This is an optimization exercise on Yosys and OpenROAD, whose aim is small area, a short achievable clock period and few clock cycles, not a production implementation. In this exercise RTL edits were held to simulation tests only and were not proved equivalent to the original. The clock port is modelled as an ideal driver; clocking choices that lean on that would not hold on a real chip.

Setup of job 101:
## tpu_top
module tpu_top#(
	parameter ARRAY_SIZE = 8,
	parameter SRAM_DATA_WIDTH = 32,
	parameter DATA_WIDTH = 8,
	parameter OUTPUT_DATA_WIDTH = 16
)
(
	input clk,
	input srstn,
	input tpu_start,
	input [SRAM_DATA_WIDTH-1:0] sram_rdata_w0,
	input [SRAM_DATA_WIDTH-1:0] sram_rdata_w1,
	input [SRAM_DATA_WIDTH-1:0] sram_rdata_d0,
	input [SRAM_DATA_WIDTH-1:0] sram_rdata_d1,
	output [9:0] sram_raddr_w0,
	output [9:0] sram_raddr_w1,
	output [9:0] sram_raddr_d0,
	output [9:0] sram_raddr_d1,
	output sram_write_enable_a0,
	output [ARRAY_SIZE*OUTPUT_DATA_WIDTH-1:0] sram_wdata_a,
	output [5:0] sram_waddr_a,
	output sram_write_enable_b0,
	output [ARRAY_SIZE*OUTPUT_DATA_WIDTH-1:0] sram_wdata_b,
	output [5:0] sram_waddr_b,
	output sram_write_enable_c0,
	output [ARRAY_SIZE*OUTPUT_DATA_WIDTH-1:0] sram_wdata_c,
	output [5:0] sram_waddr_c,
	output tpu_done
);
Size in the first run: roughly 17000 cells after synthesis, roughly 3100 flip-flops.
export LEC_CHECK = 0
export CAP_MARGIN = 20
export CORE_MARGIN = 2
export CORE_UTILIZATION = 55
export SETUP_SLACK_MARGIN = 5
export SLEW_MARGIN = 20
export SYNTH_HIERARCHICAL = 1
create_clock -name core_clock -period 9.0 [get_ports {clk}]
standard.sh (not shown) runs the stock make flow with config.mk's settings and CLKGATE_MAP_FILE= SYNTH_SCRIPT=/design/flow/synth_recipe.tcl, a recipe that flattens the netlist after the stock synthesis.
==> flow/flow/run.sh <==
#!/bin/bash
# The standard layout (the standard.sh, unchanged synthesis), with
#  - the clock port placed at the middle of the bottom edge (pre_io.tcl,
#    run by ORFS just before its pin placement), so that the clock tree
#    starts near the middle of the design instead of at a corner.
set -euo pipefail
MARGIN=$(cat flow/margin.txt)
export PRE_IO_PLACEMENT_TCL=$(pwd)/flow/pre_io.tcl
bash standard.sh SETUP_SLACK_MARGIN=$MARGIN finish > standard_flow.log 2>&1
==> flow/flow/margin.txt <==
5.5
==> flow/flow/pre_io.tcl <==
# Keep the clock port within 10 um of the middle of the bottom edge.
set block [ord::get_db_block]
set dbu [$block getDbUnitsPerMicron]
set die [$block getDieArea]
set mid [expr {([$die xMin] + [$die xMax]) / 2.0 / $dbu}]
set lo [expr {$mid - 10}]
set hi [expr {$mid + 10}]
puts "pre_io: clock port on bottom:$lo-$hi"
set_io_pin_constraint -pin_names {clk} -region bottom:$lo-$hi
Testbench counts of job 101, summed over its fixed seeds: cycles 4,032.
What job 102 does differently from job 101 at the input level:
- CORE_UTILIZATION now 65, was 55
==> flow/flow/run.sh <==
#!/bin/bash
set -euo pipefail
MARGIN=$(cat flow/margin.txt)
bash standard.sh SETUP_SLACK_MARGIN=$MARGIN finish > standard_flow.log 2>&1
removed: flow/flow/pre_io.tcl
### Flow results
Relative to job 101, post-route cell area decreased by 0.49% in job 102.
Clock-cell share of area: job 101 vs job 102 — no meaningful difference
Cmp job 102 vs job 101: layout-stage area growth over the synthesis result lower in job 102
Job 101 reports its critical path class as reg -> out while job 102 reports reg -> reg.
Job 102 vs. job 101: wire length of the first global-routing pass saw a decrease; routed wire length saw a decrease.
Between job 101 and job 102, clock skew decreased.
Comparing smallest setup slack after layout for job 101 and job 102, the smaller number came from job 102.
In job 102, the final period demand of the worst path came out 51 ps above the value in job 101.
In the flow results for job 101 and job 102, the global router's overall resource usage is larger on job 102.
#### Input delta (job 103 over job 102)
- swapping 65 for 55 in CORE_UTILIZATION
--- a/flow/flow/run.sh
+++ b/flow/flow/run.sh
@@ -3,2 +3,4 @@
 MARGIN=$(cat flow/margin.txt)
+export IO_MARGIN=$(cat flow/io_margin.txt)
+export POST_CTS_TCL=$(pwd)/flow/post_cts.tcl
 bash standard.sh SETUP_SLACK_MARGIN=$MARGIN finish > standard_flow.log 2>&1
==> flow/flow/io_margin.txt (new file) <==
6.2
==> flow/flow/post_cts.tcl (new file) <==
# Runs at the end of ORFS's CTS step (POST_CTS_TCL). The cells that feed the
# partial-sum registers of the MAC array, and their nets, are held fixed,
# and timing repair runs once more, with a larger setup margin, on
# everything else: the read-out of the bottom row, the output registers and
# port buffers, and the logic behind the input ports.
set mac_cells [get_fanin -to [get_pins -hierarchical {systolic.pr*/D systolic.kr*/D}] -only_cells -flat]
set mac_nets [get_nets -of_objects [get_pins -of_objects $mac_cells]]
puts "post_cts: holding [llength $mac_cells] cells and [llength $mac_nets] nets of the MAC array"
set_dont_touch $mac_cells
set_dont_touch $mac_nets
repair_timing -setup -setup_margin $::env(IO_MARGIN) -repair_tns 100 -match_cell_footprint -verbose
unset_dont_touch $mac_nets
unset_dont_touch $mac_cells
detailed_placement
check_placement -verbose
report_worst_slack -max
Notes after the runs:
- Tool error ODB-0373 stopped job 103 during clock tree synthesis (4_1_cts); no final results.
- Higher initial core utilization among job 103 and job 102: job 102
- Horizontal die dimension ends up higher on job 103.
- Multiplexer fraction of the synthesized cell area: job 102 vs job 103 identical
- Post-synthesis async set-or-reset flop share: job 103 vs job 102 — no meaningful difference
- Per the comparison of job 103 with job 102, fraction of the mapped netlist area in compound gates comparable, number of distinct library cells after synthesis did not really move, total cell area at the placement stage +about 0.4%, clock sink total neither gained nor lost much, post-placement setup slack decreased 60 ps.
- Per the comparison of job 103 with job 102, row count saw an increase, chip height saw an increase.
## Diff of input files: job 104 against job 103
==> flow/flow/run.sh <==
#!/bin/bash
set -euo pipefail
MARGIN=$(cat flow/margin.txt)
bash standard.sh SETUP_SLACK_MARGIN=$MARGIN finish > standard_flow.log 2>&1
==> flow/flow/margin.txt <==
5.75
removed: flow/flow/io_margin.txt
removed: flow/flow/post_cts.tcl
==> comparison <==
The flow did not stop early for job 104: all stages ran, and the layout cleared the timing, DRC and antenna checks.
Relative to job 103, job 104 improves post-placement setup slack.
Re port buffer count: no difference whatsoever between job 103 and job 104.
Changes observed in job 104 relative to job 103: final weighted congestion in routability-driven placement decreased by 0.0060 relative to the old numbers, total placed instance area closely matched the old numbers, synthesized instance count closely matched the old numbers.
Here is what was changed in the inputs of job 105 compared with job 104.
--- a/flow/flow/run.sh
+++ b/flow/flow/run.sh
@@ -3,2 +3,4 @@
 MARGIN=$(cat flow/margin.txt)
+export IO_MARGIN=$(cat flow/io_margin.txt)
+export POST_CTS_TCL=$(pwd)/flow/post_cts.tcl
 bash standard.sh SETUP_SLACK_MARGIN=$MARGIN finish > standard_flow.log 2>&1
==> flow/flow/io_margin.txt (new file) <==
6.2
==> flow/flow/margin.txt <==
5.5
==> flow/flow/post_cts.tcl (new file) <==
# Runs at the end of ORFS's CTS step (POST_CTS_TCL). The cells that feed the
# partial-sum registers of the MAC array are held fixed, and timing repair
# runs once more, with a larger setup margin, on everything else: the
# read-out of the bottom row, the output registers and port buffers, and
# the logic behind the input ports.
set mac_cells [all_fanin -to [get_pins -hierarchical {systolic.pr*/D systolic.kr*/D}] -only_cells -flat]
puts "post_cts: holding [llength $mac_cells] cells of the MAC array"
set_dont_touch $mac_cells
repair_timing -setup -setup_margin $::env(IO_MARGIN) -repair_tns 100 -match_cell_footprint -verbose
unset_dont_touch $mac_cells
detailed_placement
check_placement -verbose
report_worst_slack -max
## What came out
Job 105 got as far as clock tree synthesis (4_1_cts), where a tool error ended the run.
Job 105 -> job 104: half-perimeter wire length after detailed placement flat
Comparing job 105 against job 104, there is no change at all in number of top-level pins.
Changes observed in job 105 relative to job 104: synthesized-area fraction occupied by ao, oa, aoi and oai cells neither gained nor lost much; mean cell area of the mapped netlist neither gained nor lost much; final weighted congestion of routability-driven global placement picked up an extra 0.65%; worst slack after detailed placement lost 360 ps; number of core rows neither gained nor lost much.
Delta (job 105 minus job 104): mux share of post-synthesis cell area stayed essentially flat; cell area after placement held; instance count after placement with tap cells included did not really move; post-synthesis cell area roughly the same.

## re-timing with driven ports
The flow's constraints put no driver on any port. The routed layouts listed below were extracted and timed again, unchanged, in two steps. Step 1 sets driving cells, clkbuf_16 on the clock port and buf_2 on the other inputs (assumed; they add their load-dependent delay and slew). Step 2, shift: input delay + t, output delay - t, t = (earliest + latest rising clock arrival at the registers) / 2. This alone moves slack from input paths to output paths. Three values: ideal ports, drivers, drivers and shift; two values: the first two.
run	shift t [ns]	setup WS [ns]	worst register clock-pin slew, ns
job 101	0.998	5.528 / 5.449 / 4.698	0.07 / 0.07
job 102	1.028	5.477 / 5.404 / 4.675	0.07 / 0.07
job 104	1.034	5.632 / 5.528 / 4.918	0.07 / 0.07
After both steps every run listed still meets setup and hold. The setup slack of job 101, which loses most, moves by -0.079 ns with the drivers and by -0.830 ns with both steps.
